What follows belongs to an exercise in optimizing a design on an open flow for small area; a production flow would make more cautious choices.
Function was checked by simulation only, so behaviour that the tests miss may differ from the original.
Power figures rest on the tool's default switching activity, not on a simulated workload.

--- flow/flow/run.sh ---
#!/bin/bash
# Own layout flow:
#  1. the standard synthesis (standard.sh synth), unchanged;
#  2. the combinational cells of its netlist are re-mapped by ABC with
#     area-oriented scripts (eight seeds of ABC's &deepsyn plus one quick script, smallest kept); every flip-flop
#     instance (name, cell type) is kept, and each result is proven
#     equivalent to the standard netlist before it may be used;
#  3. the standard layout from that netlist, with input/output ports
#     buffered by buf_1 cells and a clock tree of clkbuf_8 leaf clusters
#     without dummy loads.
set -uo pipefail
here=$(pwd)
R=$here/orfs/results/$FLOW_PLATFORM/axi_gpio/base
export LIB=$FLOW_HOME/platforms/$FLOW_PLATFORM/lib/sky130_fd_sc_hd__tt_025C_1v80.lib

bash standard.sh synth > synth.log 2>&1 || exit 1

python3 flow/splitlib.py $LIB seq.lib comb.lib > splitlib.log 2>&1
DU=""
for c in $(sed -n '/DONT_USE_CELLS/,/^#/p' $FLOW_HOME/platforms/$FLOW_PLATFORM/config.mk | grep -o 'sky130_fd_sc_hd__[a-z0-9_]*'); do
  DU="$DU -dont_use $c"
done
export DU
cp $R/1_2_yosys.v 1_2_yosys_std.v

# two waves of four ABC runs (the flow has four CPUs)
for wave in "s0 s1 s2 s5" "s7 s13 s17 s29 fast"; do
  for t in $wave; do
    bash flow/remap.sh 1_2_yosys_std.v 1_2_yosys_$t.v flow/remap_$t.abc $t > remap_sh_$t.log 2>&1 &
  done
  wait
done
best=""; barea=""
for t in s0 s1 s2 s5 s7 s13 s17 s29 fast; do
  [[ -s area_$t.txt ]] || continue
  a=$(cat area_$t.txt)
  if [[ -z "$best" ]] || awk "BEGIN{exit !($a < $barea)}"; then best=$t; barea=$a; fi
done
echo "remap choice: ${best:-none} area ${barea:-n/a}" > remap_choice.log
if [[ -n "$best" ]]; then
  cp 1_2_yosys_$best.v $R/1_2_yosys.v
  rm -f $R/1_synth.odb
fi

bash standard.sh \
  BUFFER_PORTS_ARGS="-buffer_cell sky130_fd_sc_hd__buf_1" \
  CTS_ARGS="-sink_clustering_enable -repair_clock_nets -dont_use_dummy_load -buf_list sky130_fd_sc_hd__clkbuf_8 -sink_clustering_size 14 -sink_clustering_max_diameter 80 -sink_buffer_max_cap_derate 1.0" \
  finish > finish.log 2>&1
--- flow/flow/remap.sh ---
#!/bin/bash
# usage: remap.sh in.v out.v script.abc tag
# Re-maps the combinational cells of in.v with ABC; flip-flops are kept as
# they are (black boxes). Writes out.v and the log remap_<tag>.log.
in=$1; out=$2; scr=$3; tag=$4
cat > remap_$tag.ys <<EOF
read_liberty -lib seq.lib
read_liberty -ignore_miss_func comb.lib
read_verilog $in
hierarchy -top $FLOW_TOP
flatten
opt_clean -purge
abc -liberty $LIB $DU -script $scr
opt_clean -purge
splitnets
opt_clean -purge
hilomap -singleton -hicell sky130_fd_sc_hd__conb_1 HI -locell sky130_fd_sc_hd__conb_1 LO
insbuf -buf sky130_fd_sc_hd__buf_4 A X
rename -enumerate -pattern remap_%_ w:\\\$*
rename -enumerate -pattern remapc_%_ c:\\\$*
stat -liberty $LIB
write_verilog -noattr -noexpr -nohex -nodec $out
EOF
yosys -l remap_$tag.log -q remap_$tag.ys > /dev/null 2>&1 || exit 1
# formal check: the re-mapped netlist must equal the standard one
cat > equiv_$tag.ys <<EOF
read_liberty -ignore_miss_func seq.lib
read_liberty -ignore_miss_func comb.lib
read_verilog $in
rename $FLOW_TOP gold
read_verilog $out
rename $FLOW_TOP gate
flatten
opt_clean
async2sync
equiv_make gold gate equiv
hierarchy -top equiv
equiv_simple -seq 2
equiv_induct
equiv_status -assert
EOF
yosys -l equiv_$tag.log -q equiv_$tag.ys > /dev/null 2>&1 || exit 1
grep -q "Equivalence successfully proven" equiv_$tag.log || exit 1
grep "Chip area" remap_$tag.log | awk '{print $NF}' > area_$tag.txt
--- flow/flow/remap_fast.abc ---
strash
dc2
dc2
dch -f
amap
topo
--- flow/flow/remap_s0.abc ---
strash
&get -n
&deepsyn -J 50 -T 240 -S 0
&put
dch -f
amap -m -F 8 -A 20 -C 5000
topo
--- flow/flow/remap_s1.abc ---
strash
&get -n
&deepsyn -J 50 -T 240 -S 1
&put
dch -f
amap -m -F 8 -A 20 -C 5000
topo
--- flow/flow/remap_s13.abc ---
strash
&get -n
&deepsyn -J 50 -T 240 -S 13
&put
dch -f
amap -m -F 8 -A 20 -C 5000
topo
--- flow/flow/remap_s17.abc ---
strash
&get -n
&deepsyn -J 50 -T 240 -S 17
&put
dch -f
amap -m -F 8 -A 20 -C 5000
topo
--- flow/flow/remap_s2.abc ---
strash
&get -n
&deepsyn -J 50 -T 240 -S 2
&put
dch -f
amap -m -F 8 -A 20 -C 5000
topo
--- flow/flow/remap_s29.abc ---
strash
&get -n
&deepsyn -J 50 -T 240 -S 29
&put
dch -f
amap -m -F 8 -A 20 -C 5000
topo
--- flow/flow/remap_s5.abc ---
strash
&get -n
&deepsyn -J 50 -T 240 -S 5
&put
dch -f
amap -m -F 8 -A 20 -C 5000
topo
--- flow/flow/remap_s7.abc ---
strash
&get -n
&deepsyn -J 50 -T 240 -S 7
&put
dch -f
amap -m -F 8 -A 20 -C 5000
topo
--- flow/flow/splitlib.py ---
# Split the platform liberty into sequential cells (kept as black boxes)
# and combinational cells (read as logic so ABC can re-map them).
import re, sys
src, seq_out, comb_out = sys.argv[1:4]
t = open(src).read()
starts = [m.start() for m in re.finditer(r'\n\s*cell\s*\(', t)]
hdr = t[:starts[0]]
seq, comb = [], []
for s in starts:
    p = t.index('{', s); depth = 0
    while True:
        c = t[p]
        if c == '{': depth += 1
        elif c == '}':
            depth -= 1
            if depth == 0: break
        p += 1
    body = t[s:p + 1]
    (seq if re.search(r'\b(ff|latch|statetable)\s*\(', body) else comb).append(body)
open(seq_out, 'w').write(hdr + ''.join(seq) + '\n}\n')
open(comb_out, 'w').write(hdr + ''.join(comb) + '\n}\n')
--- flow/standard.sh ---
#!/bin/bash
# synth_recipe.tcl (not shown) runs the flow's synth.tcl, then flattens the netlist and writes it again
# the make line also repeats each setting of config.mk as NAME=value (left out here)
make -C /OpenROAD-flow-scripts/flow DESIGN_CONFIG=/design/flow/config.mk WORK_HOME=/design/flow/orfs CLKGATE_MAP_FILE= SYNTH_SCRIPT=/design/flow/synth_recipe.tcl "${@:-finish}"
--- flow/config.mk ---
export PLATFORM = sky130hd
export DESIGN_NAME = axi_gpio
export DESIGN_NICKNAME = axi_gpio
export VERILOG_FILES = /design/flow/design.v
export SDC_FILE = /design/flow/constraint.sdc
export NUM_CORES = 4
export LEC_CHECK = 0
export CAP_MARGIN = 20
export CORE_MARGIN = 2
export CORE_UTILIZATION = 40
export SLEW_MARGIN = 20
--- flow/constraint.sdc ---
create_clock -name core_clock -period 5.0 [get_ports {aclk}]
set_input_delay 1.0000 -clock core_clock [delete_from_list [all_inputs] [get_ports {aclk}]]
set_output_delay 1.0000 -clock core_clock [all_outputs]
set_load 0.01 [all_outputs]
--- flow/design.v ---
module axi_gpio #(
    parameter int N_GPIOS = 32,
    parameter int AXI_ADDR_WIDTH = 12,
    parameter int AXI_DATA_WIDTH = 32
)(
   input aclk,
   input aresetn,
   input  logic [N_GPIOS-1:0] gpio_in_raw ,
   output logic [N_GPIOS-1:0] gpio_out,
   output logic irq,  
   output logic arready,
   input logic [AXI_ADDR_WIDTH-1:0] araddr,
   input logic arvalid,
   output logic [AXI_DATA_WIDTH-1:0] rdata,
   output logic [1:0] rresp,
   output logic rvalid,
   input logic rready,
   input logic wvalid,
   output logic wready,
   input logic [AXI_DATA_WIDTH-1:0] wdata,
   input logic [AXI_DATA_WIDTH/8-1:0] wstrb,
   input logic bready,
   output logic bvalid,
   output logic [1:0] bresp,
   output logic awready,
   input logic [AXI_ADDR_WIDTH-1:0] awaddr,
   input logic awvalid
);
  localparam logic [3:0] DIR_W      = 4'h0;
  localparam logic [3:0] OUT_W      = 4'h1;
  localparam logic [3:0] OUT_SET_W  = 4'h2;
  localparam logic [3:0] OUT_CLR_W  = 4'h3;
  localparam logic [3:0] IN_W       = 4'h4;
  localparam logic [3:0] IRQ_MASK_W = 4'h5;
  localparam logic [3:0] IRQ_STAT_W = 4'h6;
  localparam logic [3:0] IRQ_CLR_W  = 4'h7;
  localparam logic [3:0] EDGE_EN_W  = 4'h8;
  localparam logic [3:0] EDGE_POL_W = 4'h9;
  localparam logic [3:0] LVL_POL_W  = 4'hA;
  localparam logic [3:0] VERSION_W  = 4'hB;
  localparam logic [3:0] SCRATCH_W  = 4'hC;
  localparam logic [3:0] DEBOUNCE_W = 4'hD;
  logic [31:0] dir_q, out_q, irq_mask_q, irq_status_q;
  logic [31:0] edge_en_q, edge_npol_q, lvl_npol_q, scratch_q;
  wire [31:0] edge_pol_q = ~edge_npol_q;
  wire [31:0] lvl_pol_q = ~lvl_npol_q;
  logic [7:0]  debounce_cfg_q;
  logic [31:0] in_meta, in_sync, in_db_q, in_db_d;
  logic [7:0]  db_cnt [0:31];
  logic [3:0]  awcode_q;
  logic [31:0] wdata_q;
  logic [3:0]  wstrb_q;
  logic        clr_p1, clr_p2;    
  wire wr_apply = ~bvalid & ~awready & ~wready;
  always_ff @(posedge aclk) begin
    if (awready) awcode_q <= awaddr[5:2] | {4{|awaddr[11:6]}};
    if (wready) begin
      wdata_q <= wdata;
      wstrb_q <= wstrb;
    end
  end
  always_ff @(posedge aclk or negedge aresetn) begin
    if (!aresetn) begin
      awready <= 1'b1;
      wready  <= 1'b1;
      bvalid  <= 1'b0;
    end else begin
      if (awvalid & awready) awready <= 1'b0;
      if (wvalid & wready)   wready  <= 1'b0;
      if (wr_apply)          bvalid  <= 1'b1;
      if (bvalid & bready) begin
        bvalid  <= 1'b0;
        awready <= 1'b1;
        wready  <= 1'b1;
      end
    end
  end
  assign bresp = 2'b00;
  wire [31:0] bmask = {{8{wstrb_q[3]}}, {8{wstrb_q[2]}}, {8{wstrb_q[1]}}, {8{wstrb_q[0]}}};
  wire [31:0] w1    = wdata_q & bmask;
  wire wr_dir   = wr_apply & (awcode_q == DIR_W);
  wire wr_out   = wr_apply & (awcode_q == OUT_W);
  wire wr_set   = wr_apply & (awcode_q == OUT_SET_W);
  wire wr_clr   = wr_apply & (awcode_q == OUT_CLR_W);
  wire wr_mask  = wr_apply & (awcode_q == IRQ_MASK_W);
  wire wr_iclr  = wr_apply & (awcode_q == IRQ_CLR_W);
  wire wr_een   = wr_apply & (awcode_q == EDGE_EN_W);
  wire wr_epol  = wr_apply & (awcode_q == EDGE_POL_W);
  wire wr_lpol  = wr_apply & (awcode_q == LVL_POL_W);
  wire wr_scr   = wr_apply & (awcode_q == SCRATCH_W);
  wire wr_db    = wr_apply & (awcode_q == DEBOUNCE_W);
  always_ff @(posedge aclk or negedge aresetn) begin
    if (!aresetn) begin
      dir_q          <= '0;
      out_q          <= '0;
      irq_mask_q     <= '0;
      edge_en_q      <= '0;
      edge_npol_q    <= '0;
      lvl_npol_q     <= '0;
      scratch_q      <= '0;
      debounce_cfg_q <= '0;
      clr_p1         <= 1'b0;
      clr_p2         <= 1'b0;
    end else begin
      for (int i = 0; i < 32; i++) begin
        if (bmask[i]) begin
          if (wr_dir)  dir_q[i]      <= wdata_q[i];
          if (wr_out)  out_q[i]      <= wdata_q[i];
          if (wr_set & wdata_q[i]) out_q[i] <= 1'b1;
          if (wr_clr & wdata_q[i]) out_q[i] <= 1'b0;
          if (wr_mask) irq_mask_q[i] <= wdata_q[i];
          if (wr_een)  edge_en_q[i]  <= wdata_q[i];
          if (wr_epol) edge_npol_q[i] <= ~wdata_q[i];
          if (wr_lpol) lvl_npol_q[i]  <= ~wdata_q[i];
          if (wr_scr)  scratch_q[i]  <= wdata_q[i];
        end
      end
      if (wr_db & wstrb_q[0]) debounce_cfg_q <= wdata_q[7:0];
      clr_p1 <= wr_iclr;
      clr_p2 <= clr_p1;
    end
  end
  always_ff @(posedge aclk or negedge aresetn) begin
    if (!aresetn) begin
      in_meta <= '0;
      in_sync <= '0;
      in_db_q <= '0;
      in_db_d <= '0;
    end else begin
      in_meta <= gpio_in_raw;
      in_sync <= in_meta;
      in_db_d <= in_db_q;
      for (int i = 0; i < 32; i++)
        if ((in_sync[i] != in_db_q[i]) && ((debounce_cfg_q == 8'd0) || (db_cnt[i] >= debounce_cfg_q)))
          in_db_q[i] <= in_sync[i];
    end
  end
  always_ff @(posedge aclk) begin
    for (int i = 0; i < 32; i++) begin
      if ((in_sync[i] == in_db_q[i]) || (debounce_cfg_q == 8'd0) || (db_cnt[i] >= debounce_cfg_q))
        db_cnt[i] <= 8'd0;
      else
        db_cnt[i] <= db_cnt[i] + 8'd1;
    end
  end
  wire [31:0] rise = in_db_q & ~in_db_d;
  wire [31:0] fall = ~in_db_q & in_db_d;
  wire [31:0] edge_evt  = ((edge_pol_q & rise) | (~edge_pol_q & fall)) & edge_en_q;
  wire [31:0] level_evt = (in_db_q ~^ lvl_pol_q) & ~edge_en_q;
  wire [31:0] clr_mask  = clr_p2 ? w1 : 32'd0;
  always_ff @(posedge aclk or negedge aresetn) begin
    if (!aresetn) irq_status_q <= '0;
    else          irq_status_q <= (irq_status_q | edge_evt | level_evt) & ~clr_mask;
  end
  assign irq = |(irq_status_q & irq_mask_q);
  assign gpio_out = out_q & dir_q;
  always_ff @(posedge aclk or negedge aresetn) begin
    if (!aresetn) rvalid <= 1'b0;
    else if (arvalid & ~rvalid) rvalid <= 1'b1;
    else if (rready) rvalid <= 1'b0;
  end
  assign arready = ~rvalid;
  assign rresp   = 2'b00;
  logic [31:0] rd_mux;
  always_comb begin
    rd_mux = '0;
    if (araddr[11:6] == 6'd0) begin
      case (araddr[5:2])
        DIR_W:      rd_mux = dir_q;
        OUT_W,
        OUT_SET_W,
        OUT_CLR_W:  rd_mux = out_q;
        IN_W:       rd_mux = in_db_q;
        IRQ_MASK_W: rd_mux = irq_mask_q;
        IRQ_STAT_W: rd_mux = irq_status_q;
        EDGE_EN_W:  rd_mux = edge_en_q;
        EDGE_POL_W: rd_mux = edge_pol_q;
        LVL_POL_W:  rd_mux = lvl_pol_q;
        VERSION_W:  rd_mux = 32'h0001_0000;
        SCRATCH_W:  rd_mux = scratch_q;
        DEBOUNCE_W: rd_mux = {24'd0, debounce_cfg_q};
        default:    rd_mux = '0;
      endcase
    end
  end
  always_ff @(posedge aclk) begin
    if (~rvalid) rdata <= rd_mux;
  end
endmodule
==> flow_summary.yaml, run 1 <==
status:
  status: "complete, no violations"
detailed_routing:
  post_drt_wl_per_cell_um: 22.54
  drc_errors: 0
  post_drt_via_cell_ratio: 5.864
  routed_wl_um: 96540
  num_vias: 25117
  drtIter0Drc: 2989
  final_antenna_net_count: 0
  first_pass_iters: 18
clock_network:
  cts_hold_buf: 0
  clk_latency_ns: 0.75
  cts_resized: 0
  cts_tree: "yes"
  cts_sinks: 726
  cts_setup_buffers: 0
  cts_buffer_depth: 3
  cts_inserted_buffers: 59
  root_buffer: "clkbuf_8"
  clk_pin_slew_ns: 0.10
  h-tree-depth: 2
die:
  num_rows: 99
  pin_count: 173
  die_w_um: 276.1
  coreArea_sq_mm: 0.07308
  start_util_pct: 40.53
  fp.dieArea_sq_mm: 0.07624
  die_h_um: 276.1
worst_setup_path:
  r2r_start: "awready"
  ff2ff_setup_slack_ns: 1.32
  criticalPathCategory: "reg2out"
  endpoint_kind: "primary output"
  r2r_end: "lvl_npol_q[10]"
  path_cells: "a222oi_1 -> nand3_1 -> or4_1 -> buf_1"
  cp_slowest_cell: "or4_1"
  required_ns: 4.00
  critPathTopFamily: "simple AND/OR/NAND/NOR gates"
  rr_worst_depth: 9
  cp_num_cells: 4
  critPathLaunch: "irq_mask_q[0]"
  cp.arrival_ns: 2.76
  slowest_delay_ns: 0.66
  cp_max_fo: 2
  cp_num_buf_inv: 1
  crit_path_end: "irq"
  cp-start-kind: "register"
sta:
  hold_violations: 0
  min_period_ns: 3.761
  max_freq_ghz: 0.2659
  max-slew-margin-rel_pct: 23.12
  min_period_over_period_pct: 75.22
  fin_skew_ns: 0.06952
  setup_violations: 0
  final.setup.tns_ns: 0
  rsz0062_at_grt: "no"
  drv_slew: 0
  worst_pin_slew_ns: 1.146
power_and_ir_drop:
  p_per_area_mw_per_mm2: 412.1
  power_leakage_nw: 11.51
  p_comb_share_pct: 25.1
  sw_frac_of_total_pct: 35.49
  intPower_mw: 8.720
  power.total_mw: 13.52
  power_switching_mw: 4.796
  p_seq_share_pct: 52.9
  clkPwrFrac_pct: 21.9
  peakVddDrop_v: 0.0002487
layout:
  drive_gt1_share_pct: 4.123
  nNetsFinal: 3424
  instances_no_fill: 4283
  syn_to_final_growth_pct: 10.74
hold_path:
  hp-start: "in_meta[4]"
  hold_class: "reg2reg"
  holdPathStages: 0
grt:
  antenna_found_initial: 4
  grt_start_max_net_pins: 111
  track_usage_pct: 24.99
  grt_overflow_total: 0
  grt_pass1_wl_um: 145200
  grt_pass1_vias: 23265
synth:
  syn_area_per_cell_sq_um: 9.739
  syn-instance-count: 3041
  syn-cell-area_sq_mm: 0.02962
  yosys_warnings: 2
placed_design:
  dp.cells: 4223
  gp_congestion: 0.8739
  hpwlAfterDp_um: 63420
  port_buffers: 164
job:
  maxCapViolCount: 0
registers in the layout, indices dropped and copies added, names as in the netlist, 8 cells and up:
name and flops:
in_db_q 32, in_db_d 32, dir_q 32, scratch_q 32
irq_mask_q 32, irq_status_q 32, lvl_npol_q 32, out_q 32
db_cnt 256, in_sync 32, wdata_q 32, debounce_cfg_q 8
edge_npol_q 32, edge_en_q 32, in_meta 32, rdata 32
cell usage in the layout (no fill, tap or decap), types with 27 or more instances in the layout:
cell type and count:
o21a_1 38, a222oi_1 104, o21ai_0 313, a21oi_1 27, nand3_1 34, dfxtp_1 256
clkinv_1 525, buf_4 55, buf_1 163, a211oi_1 127, a22oi_1 40, clkbuf_8 59
dfrtp_1 394, o221ai_1 127, nand2_1 208, edfxtp_1 72, a31oi_1 30, o22a_1 33
o22ai_1 273, nor2_1 361
power groups by stage:
stage / sequential, mW / clock [mW] / combinational, mW
6_report: 7.15 / 2.97 / 3.40
5_1_grt: 7.23 / 3.27 / 3.80
4_1_cts: 7.15 / 3.06 / 3.37
3_5_place_dp: 7.27 / 0 / 3.37
3_3_place_gp: 7.26 / 0 / 3.34
2_1_floorplan: 7.14 / 0 / 2.14
worst min path at each step:
stage                 endpoint  slack [ns]
floorplan               clr_p2        0.33
global placement    in_sync[0]        0.33
detailed placement  in_sync[0]        0.33
CTS                 in_sync[4]        0.30
global route        in_sync[4]        0.31
finish              in_sync[4]        0.30
through the flow:
step	utilization, %	setup WS (ns)	hold slack (ns)	instance area, sq um
floorplan	-	1.109	0.3312	29630
global placement	43.76	1.669	0.3319	31980
detailed placement	43.76	1.499	0.3347	31980
CTS	44.87	1.252	0.2995	32800
global route	44.88	1.184	0.3057	32800
finish	44.88	1.239	0.2981	32800
worst reg2reg max path, delay by kind of cell (launching register included):
kind            cells  cell delay (ns)
flops               1             0.44
compound gates      1             0.10
buf+inv             2             0.83
simple gates        6             2.22
area by class of cell:
class	instances	area [sq um]
multi-input cells	1787	10420
flip-flops and latches	726	17250
repair buffers	224	1132
inverters	527	1978
well taps	959	1200
clock buffers	59	812.0
diodes	1	2.502
fillers	7146	40280
layer usage:
metal / share of wire [%] / track usage, % / wire [um]
met1: 43 / 35.29 / 41930
met2: 43 / 37.91 / 41850
met3: 8.9 / 4.538 / 8568
met4: 4.3 / 10.26 / 4158
met5: 0.036 / 0 / 35
==> inputs of run 2 (changes only) <==
--- a/flow/flow/run.sh
+++ b/flow/flow/run.sh
@@ -3,9 +3,9 @@
 #  1. the standard synthesis (standard.sh synth), unchanged;
 #  2. the combinational cells of its netlist are re-mapped by ABC with
-#     area-oriented scripts (eight seeds of ABC's &deepsyn plus one quick script, smallest kept); every flip-flop
+#     area-oriented scripts (twelve seeds of ABC's &deepsyn plus one quick script, smallest kept); every flip-flop
 #     instance (name, cell type) is kept, and each result is proven
 #     equivalent to the standard netlist before it may be used;
 #  3. the standard layout from that netlist, with input/output ports
-#     buffered by buf_1 cells and a clock tree of clkbuf_8 leaf clusters
+#     buffered by buf_1 cells and a clock tree of clkbuf_16 leaf clusters
 #     without dummy loads.
 set -uo pipefail
@@ -24,6 +24,6 @@
 cp $R/1_2_yosys.v 1_2_yosys_std.v
 
-# two waves of four ABC runs (the flow has four CPUs)
-for wave in "s0 s1 s2 s5" "s7 s13 s17 s29 fast"; do
+# three waves of four ABC runs (the flow has four CPUs)
+for wave in "s0 s1 s2 s5" "s7 s13 s17 s29" "s3 s11 s42 s77 fast"; do
   for t in $wave; do
     bash flow/remap.sh 1_2_yosys_std.v 1_2_yosys_$t.v flow/remap_$t.abc $t > remap_sh_$t.log 2>&1 &
@@ -32,5 +32,5 @@
 done
 best=""; barea=""
-for t in s0 s1 s2 s5 s7 s13 s17 s29 fast; do
+for t in s0 s1 s2 s5 s7 s13 s17 s29 s3 s11 s42 s77 fast; do
   [[ -s area_$t.txt ]] || continue
   a=$(cat area_$t.txt)
@@ -45,4 +45,4 @@
 bash standard.sh \
   BUFFER_PORTS_ARGS="-buffer_cell sky130_fd_sc_hd__buf_1" \
-  CTS_ARGS="-sink_clustering_enable -repair_clock_nets -dont_use_dummy_load -buf_list sky130_fd_sc_hd__clkbuf_8 -sink_clustering_size 14 -sink_clustering_max_diameter 80 -sink_buffer_max_cap_derate 1.0" \
+  CTS_ARGS="-sink_clustering_enable -repair_clock_nets -dont_use_dummy_load -buf_list sky130_fd_sc_hd__clkbuf_16 -sink_clustering_size 28 -sink_clustering_max_diameter 100 -sink_buffer_max_cap_derate 1.0" \
   finish > finish.log 2>&1
==> flow/flow/remap_s11.abc (new file) <==
strash
&get -n
&deepsyn -J 50 -T 240 -S 11
&put
dch -f
amap -m -F 8 -A 20 -C 5000
topo
==> flow/flow/remap_s3.abc (new file) <==
strash
&get -n
&deepsyn -J 50 -T 240 -S 3
&put
dch -f
amap -m -F 8 -A 20 -C 5000
topo
==> flow/flow/remap_s42.abc (new file) <==
strash
&get -n
&deepsyn -J 50 -T 240 -S 42
&put
dch -f
amap -m -F 8 -A 20 -C 5000
topo
==> flow/flow/remap_s77.abc (new file) <==
strash
&get -n
&deepsyn -J 50 -T 240 -S 77
&put
dch -f
amap -m -F 8 -A 20 -C 5000
topo
--- a/flow/config.mk
+++ b/flow/config.mk
@@ -6,6 +6,6 @@
 export NUM_CORES = 4
 export LEC_CHECK = 0
-export CAP_MARGIN = 20
+export CAP_MARGIN = 5
 export CORE_MARGIN = 2
 export CORE_UTILIZATION = 40
-export SLEW_MARGIN = 20
+export SLEW_MARGIN = 5
==> run 2 against run 1 <==
- still clean on timing, DRC and antenna
- register-to-register slack improved by 0.08 ns
- first-iteration DRC count increased by 2.4%
- sequential power about the same
- core utilization down 0.053 points
- critical path type unchanged
- largest cell class unchanged
==> flow_summary.yaml, run 2 <==
status:
  status: "complete, no violations"
placed_design:
  hpwlAfterDp_um: 63420
  port_buffers: 164
  dp_slack_ns: 1.499
  gp_congestion: 0.8739
worst_setup_path:
  path_cells: "a222oi_1 -> nand3_1 -> or4_1 -> buf_1"
  cp_max_fo: 3
  cp_slowest_cell: "a222oi_1"
  required_ns: 4.00
  cp-start-kind: "register"
  rr_worst_depth: 8
  cp_num_cells: 4
  criticalPathCategory: "reg2out"
  cp_num_buf_inv: 1
  critPathTopFamily: "simple AND/OR/NAND/NOR gates"
  cp.arrival_ns: 2.74
  endpoint_kind: "primary output"
  slowest_delay_ns: 0.67
layout:
  multi_input_area_sq_mm: 0.01042
  drive_gt1_share_pct: 3.278
  diodes: 0
  final_common_cell: "clkinv_1"
  syn_to_final_growth_pct: 10.61
  nNetsFinal: 3396
  final_cell_mix: "526 x clkinv_1, 394 x dfrtp_1, 361 x nor2_1"
  largest_register: "db_cnt"
  n_fill_cell: 7114
  largest_register_ffs: 256
  regArea_sq_mm: 0.01725
sta:
  rsz0062_at_grt: "no"
  min_period_ns: 3.740
  hold_violations: 0
  setup_ws_ns: 1.260
  drv_slew: 0
  final.setup.tns_ns: 0
  max-slew-margin-rel_pct: 22.54
  min_period_over_period_pct: 74.80
  max_freq_ghz: 0.2674
  fin_skew_ns: 0.05882
  setup_violations: 0
  worst_pin_slew_ns: 1.155
job:
  maxCapViolCount: 0
clock_network:
  h-tree-depth: 1
  root_buffer: "clkbuf_16"
  clk_pin_slew_ns: 0.12
  cts_setup_buffers: 0
  cts_resized: 0
  cts_inserted_buffers: 31
  cts_tree: "yes"
  clk_latency_ns: 0.67
  cts_sinks: 726
  cts_buffer_depth: 3
  cts_hold_buf: 0
detailed_routing:
  top_layer_used: "met5"
  num_vias: 24919
  post_drt_wl_per_cell_um: 22.46
  drtIter0Drc: 3060
  wl_met2_um: 41910
  post_drt_via_cell_ratio: 5.858
  final_antenna_net_count: 0
  m1WireLength_um: 41760
  route.met3.wl_um: 8009
  first_pass_iters: 19
  drc_errors: 0
  routed_wl_um: 95550
die:
  pin_count: 173
  fp.dieArea_sq_mm: 0.07624
  num_rows: 99
  start_util_pct: 40.53
  coreArea_sq_mm: 0.07308
  die_w_um: 276.1
  die_h_um: 276.1
power_and_ir_drop:
  clkPwrFrac_pct: 21.8
  p_seq_share_pct: 53.0
  sw_frac_of_total_pct: 34.89
  peakVddDrop_v: 0.0002637
  p_comb_share_pct: 25.2
  power_switching_mw: 4.706
  power_leakage_nw: 11.47
  intPower_mw: 8.781
  p_per_area_mw_per_mm2: 411.7
grt:
  grt_pass1_wl_um: 143800
  track_usage_pct: 24.62
  grt_overflow_total: 0
  antenna_found_initial: 4
  grt_start_max_net_pins: 111
  grt_pass1_vias: 23075
synth:
  yosys_warnings: 2
  syn-instance-count: 3041
  syn-cell-area_sq_mm: 0.02962
  syn_area_per_cell_sq_um: 9.739
hold_path:
  hold_class: "reg2reg"
  holdPathStages: 0
-- run 2: cell type report --
class,instances,area share (%)
sequential,726,52.66
multi-input combinational,1787,31.81
inverter,527,6.039
tap,959,3.663
timing repair buffer,224,3.457
clock buffer,31,2.368
-- run 2: final timing paths --
check	to	slack (ns)	start
min in group asynchronous	in_db_d[30]	0.43	aresetn
min reg2reg	in_sync[4]	0.35	in_meta[4]
max reg2reg	lvl_npol_q[10]	1.40	awready
max	irq	1.26	irq_status_q[0]
max in group asynchronous	in_db_d[4]	3.47	aresetn
min	in_sync[4]	0.35	in_meta[4]
-- run 2: power by group through the flow --
| stage | Clock [mW] | Sequential [mW] | Combinational [mW] |
|---|---|---|---|
| after CTS | 3.01 | 7.15 | 3.37 |
| final | 2.94 | 7.15 | 3.40 |
| after global placement | 0 | 7.26 | 3.34 |
| after floorplan | 0 | 7.14 | 2.14 |
| after detailed placement | 0 | 7.27 | 3.37 |
| after global routing | 3.20 | 7.23 | 3.80 |
-- run 2: per-stage QoR --
step	instances	power (mW)	instance area, sq um	util [%]	hold WS [ns]
2_1_floorplan	3044	9.280	29630	-	0.3312
3_3_place_gp	4223	10.61	31980	43.76	0.3319
3_5_place_dp	4223	10.64	31980	43.76	0.3347
4_1_cts	4254	13.54	32760	44.82	0.3538
5_1_grt	4254	14.23	32760	44.82	0.3635
6_report	4254	13.49	32760	44.82	0.3494
-- run 2: layer usage --
layer	vias up	GRT usage, %
li1	11780	-
met1	11870	34.80
met2	1063	38.00
met3	198	4.267
met4	8	8.953
met5	-	0

## port drivers added, routing unchanged
The flow's constraints put no driver on any port. The routed layouts listed below were extracted and timed again, unchanged, in two steps. Step 1 (the two cells are an assumption about what drives the block):
set clk [get_ports {aclk}]
set_driving_cell -lib_cell sky130_fd_sc_hd__clkbuf_16 $clk
set_driving_cell -lib_cell sky130_fd_sc_hd__buf_2 [delete_from_list [all_inputs] $clk]
Step 2 adds t to the input delays and takes it off the output delays; t is the mean of the earliest and latest rising clock arrival at the registers after step 1. Input paths then give back, and output paths get back, about the clock's delay inside the block. a / b / c = ideal / step 1 / step 2; a / b = the first two.
| run | t, ns | setup slack, ns | worst setup path at the end | clock arrival spread, ns | worst slew at a driven data input, ns |
|---|---|---|---|---|---|
| run 1 | 0.776 | 1.239 / 1.180 / 1.317 | register to register | 0.069 / 0.069 | 0.11 |
| run 2 | 0.700 | 1.260 / 1.197 / 1.396 | register to register | 0.059 / 0.059 | 0.12 |
After both steps setup and hold are still met in every run listed.
